Source: an optimization exercise on an open RTL-to-GDS flow (aim: small area). Production flows keep margins and buffers that such runs may drop. At most, simulation tests tie the RTL to the original design; equivalence was not proved. No activity file was given, so power comes from the tool's default toggle rates.

==> try-indigo: inputs <==
Design top, start of the top module:
module top (
    input clk,
    input reset,
    output RGB_R,
    output RGB_G,
    output RGB_B
);
==> module pwm, before the edit <==
module pwm #(
    parameter PWM_INTERVAL = 1200
)(
    input logic clk,
    input logic reset,
    input logic [$clog2(PWM_INTERVAL)-1:0] pwm_value,
    output logic pwm_out
);
    logic [$clog2(PWM_INTERVAL)-1:0] pwm_count;
    always_ff @(posedge clk) begin
        if (reset) begin
            pwm_count <= 0;
        end
        else if (pwm_count == PWM_INTERVAL - 1) begin
            pwm_count <= 0;
        end
        else begin
            pwm_count <= pwm_count + 1;
        end
    end
    assign pwm_out = (pwm_count < pwm_value) ? 1'b1 : 1'b0;
endmodule
==> module cycle, before the edit <==
module cycle #(
    parameter PWM_INTERVAL = 1200,        
    parameter INC_DEC_INTERVAL = 5000,    
    parameter HOLD_OFF_INC = 800,       
    parameter RAMP_INC = 400,       
    parameter HOLD_ON_INC = 800,        
    parameter INIT_PHASE_OFFSET = 0       
)(
    input clk,
    input reset,
    output reg [10:0] pwm_value            
);
    localparam HOLD_OFF = 2'b00;
    localparam RAMP_UP = 2'b01;
    localparam HOLD_ON = 2'b10;
    localparam RAMP_DOWN = 2'b11;
    reg [1:0] state;                     
    reg [31:0] counter;                  
    reg [31:0] phase_counter;            
    wire [10:0] step_value = 3;          
    always @(posedge clk) begin
        if (reset) begin
            pwm_value <= 0;
            state <= HOLD_OFF;
            counter <= 0;
            phase_counter <= INIT_PHASE_OFFSET;
        end
        else if (counter >= INC_DEC_INTERVAL - 1) begin
            counter <= 0;
            if (phase_counter >= (HOLD_OFF_INC + RAMP_INC + HOLD_ON_INC + RAMP_INC) - 1) begin
                phase_counter <= 0;
            end 
            else begin
                phase_counter <= phase_counter + 1;
            end
            case (state)
                HOLD_OFF: begin
                    if (phase_counter >= HOLD_OFF_INC) begin
                        state <= RAMP_UP;
                    end
                end
                RAMP_UP: begin
                    if (pwm_value < PWM_INTERVAL - step_value) begin
                        pwm_value <= pwm_value + step_value;
                    end 
                    else begin
                        pwm_value <= PWM_INTERVAL;   
                        state <= HOLD_ON;
                    end
                end
                HOLD_ON: begin
                    if (phase_counter >= HOLD_OFF_INC + RAMP_INC + HOLD_ON_INC) begin
                        state <= RAMP_DOWN;
                    end
                end
                RAMP_DOWN: begin
                    if (pwm_value > step_value) begin
                        pwm_value <= pwm_value - step_value;
                    end 
                    else begin
                        pwm_value <= 0; 
                        state <= HOLD_OFF;
                    end
                end
            endcase
        end 
        else begin
            counter <= counter + 1;
        end
    end
endmodule
==> module top, before the edit <==
module top (
    input clk,
    input reset,
    output RGB_R,
    output RGB_G,
    output RGB_B
);
    localparam PWM_INTERVAL = 1200;
    localparam HOLD_OFF_INC = 800;      
    localparam RAMP_INC = 400;          
    localparam HOLD_ON_INC = 800;       
    localparam PHASE_SHIFT = 800;     
    localparam PHASE_SHIFT_2 = 2*PHASE_SHIFT;    
    wire [10:0] red_val, g_val, b_val;
    wire r_pwm, g_pwm, b_pwm;
    cycle #(
        .PWM_INTERVAL(PWM_INTERVAL),
        .INC_DEC_INTERVAL(5000),  
        .HOLD_OFF_INC(HOLD_OFF_INC),
        .RAMP_INC(RAMP_INC),
        .HOLD_ON_INC(HOLD_ON_INC),
        .INIT_PHASE_OFFSET(PHASE_SHIFT_2)
    ) red (
        .clk(clk),
        .reset(reset),
        .pwm_value(red_val)
    );
    cycle #(
        .PWM_INTERVAL(PWM_INTERVAL),
        .INC_DEC_INTERVAL(5000),  
        .HOLD_OFF_INC(HOLD_OFF_INC),
        .RAMP_INC(RAMP_INC),
        .HOLD_ON_INC(HOLD_ON_INC),
        .INIT_PHASE_OFFSET(PHASE_SHIFT)
    ) green (
        .clk(clk),
        .reset(reset),
        .pwm_value(g_val)
    );
    cycle #(
        .PWM_INTERVAL(PWM_INTERVAL),
        .INC_DEC_INTERVAL(5000),  
        .HOLD_OFF_INC(HOLD_OFF_INC),
        .RAMP_INC(RAMP_INC),
        .HOLD_ON_INC(HOLD_ON_INC),
        .INIT_PHASE_OFFSET(0)
    ) blue (
        .clk(clk),
        .reset(reset),
        .pwm_value(b_val)
    );
    pwm red_pwm (.clk(clk), .reset(reset), .pwm_value(red_val), .pwm_out(r_pwm));
    pwm green_pwm (.clk(clk), .reset(reset), .pwm_value(g_val), .pwm_out(g_pwm));
    pwm blue_pwm (.clk(clk), .reset(reset), .pwm_value(b_val), .pwm_out(b_pwm));
    assign RGB_R = ~r_pwm;
    assign RGB_G = ~g_pwm;
    assign RGB_B = ~b_pwm;
endmodule
Settings: LEC_CHECK=0, CAP_MARGIN=20, CORE_MARGIN=2, CORE_UTILIZATION=40, SLEW_MARGIN=20; clock period 5.0 ns.
run.sh (not shown) runs the stock make flow with config.mk's settings and CLKGATE_MAP_FILE= SYNTH_SCRIPT=/design/flow/synth_recipe.tcl, a recipe that flattens the netlist after the stock synthesis.
==> inputs of try-lagoon, as changes to try-indigo <==
==> flow/design.v (replaced) <==
module pwm (
    input  logic       clk,
    input  logic       reset,
    output logic [8:0] q,
    output logic       step
);
    localparam logic [9:0] C_START = 10'd51;
    localparam logic [9:0] C_LAST  = 10'd356;
    localparam logic [9:0] C_MASK  = 10'b0010111011;
    logic [1:0] r;
    logic [9:0] c;
    logic [2:0] low3;
    logic       c_last;
    assign c_last = ((c ^ C_LAST) & C_MASK) == 10'd0;
    always_ff @(posedge clk) begin
        if (reset) begin
            r <= 2'd0;
            q <= 9'd0;
        end else if (r == 2'd2) begin
            r <= 2'd0;
            q <= (q == 9'd399) ? 9'd0 : q + 9'd1;
        end else begin
            r <= r + 2'd1;
        end
        if (reset || c_last)
            c <= C_START;
        else
            c <= {c[8:0], c[9] ^ c[6]};
    end
    assign low3 = {q[1:0], 1'b0} + q[2:0] + {1'b0, r};
    assign step = c_last && (low3 == 3'd7);
endmodule
module cycle (
    input  logic       clk,
    input  logic       reset,
    input  logic       step,
    output logic [8:0] k,
    output logic [2:0] s,
    output logic       first
);
    always_ff @(posedge clk) begin
        if (reset) begin
            k <= 9'd1;
            s <= 3'd5;
            first <= 1'b1;
        end else if (step) begin
            k <= s[0] ? k - 9'd1 : k + 9'd1;
            if (s[0] ? (k == 9'd1) : (k == 9'd399))
                s <= (s == 3'd5) ? 3'd0 : s + 3'd1;
            if (s == 3'd2)
                first <= 1'b0;
        end
    end
endmodule
module top (
    input clk,
    input reset,
    output RGB_R,
    output RGB_G,
    output RGB_B
);
    logic [8:0] q, k;
    logic [2:0] s;
    logic step, first;
    logic cin, lit;
    logic r_on, g_on, b_on;
    pwm   carrier (.clk(clk), .reset(reset), .q(q), .step(step));
    cycle seq (.clk(clk), .reset(reset), .step(step), .k(k), .s(s), .first(first));
    assign cin = first && (s == 3'd1 || s == 3'd2);
    assign lit = ({1'b0, q} < {1'b0, k} + {9'd0, cin});
    always_comb begin
        case (s)
            3'd0: begin r_on = !first || lit; g_on = lit;  b_on = 1'b0; end
            3'd1: begin r_on = lit;          g_on = 1'b1; b_on = 1'b0; end
            3'd2: begin r_on = first && lit; g_on = 1'b1; b_on = !first && lit; end
            3'd3: begin r_on = 1'b0;         g_on = lit;  b_on = 1'b1; end
            3'd4: begin r_on = lit;          g_on = 1'b0; b_on = 1'b1; end
            default: begin r_on = !first;    g_on = 1'b0; b_on = !first && lit; end
        endcase
    end
    assign RGB_R = ~r_on;
    assign RGB_G = ~g_on;
    assign RGB_B = ~b_on;
endmodule
==> comparison table <==
quantity                                                          try-lagoon               try-indigo
Run status                                           complete, no violations  complete, no violations
Worst-case register-to-register setup slack                          2360 ps                  2110 ps
Synth Area per Inst                                                 8.63 um2                 8.47 um2
Detail-routed via count per cell                                        5.09                     5.34
Highest achievable clock rate                                        224 MHz                  271 MHz
Core area                                                           4820 um2               30,800 um2
Sequential cells                                                          34                      264
Seq/total area                                                         30.4%                    37.1%
Largest vdd supply drop                                             0.167 mV                 0.246 mV
End of the worst register-to-register path                          seq.k[7]       green.pwm_value[8]
Latest clock arrival within the worst-skew pair                       290 ps                   550 ps
Total area of multi-input combinational cells                       1260 um2                 6970 um2
Layout net count                                                         256                    1,589
Crit path setup slack, layout                                         534 ps                  1310 ps
Power of the clock network                                        0.000306 W                0.00244 W
Sum of net half-perimeters after detailed placement                  2680 um                18,200 um
Source of the critical timing path                                  seq.s[1]        blue.pwm_value[2]
Relative max-transition margin                                         38.7%                    28.0%
Delay of the slowest critical-path stage                              480 ps                   560 ps
Xor-xnor portion of the synthesized cell area                          11.0%                    7.24%
Starting density of the core                                           42.1%                    40.8%
Met3 Use GR                                                            4.02%                    1.97%
Rows                                                                      25                       64
Layout cells sized above 1                                             6.38%                    5.61%
Function not checked in try-lagoon: the RTL went through the layout flow alone.

-- port drivers added, routing unchanged --
Ports are ideal in the flow. The routed layouts listed here were re-timed in OpenROAD.
Step 1 assumes that a clkbuf_16 drives the clock port and a buf_2 every other input.
Step 2, shift: input delay + t, output delay - t, t = (earliest + latest rising clock arrival at the registers) / 2. This alone moves slack from input paths to output paths.
a / b / c = ideal ports / drivers / drivers and shift; a / b = the first two.
| run | shift t [ns] | setup WS [ns] | slew at the worst register clock pin (ns) | worst data-port slew with drivers (ns) |
|---|---|---|---|---|
| try-indigo | 0.593 | 1.313 / 1.263 / 1.857 | 0.06 / 0.06 | 0.03 |
| try-lagoon | 0.313 | 0.534 / 0.506 / 0.819 | 0.07 / 0.07 | 0.03 |
After both steps every run listed still meets setup and hold.
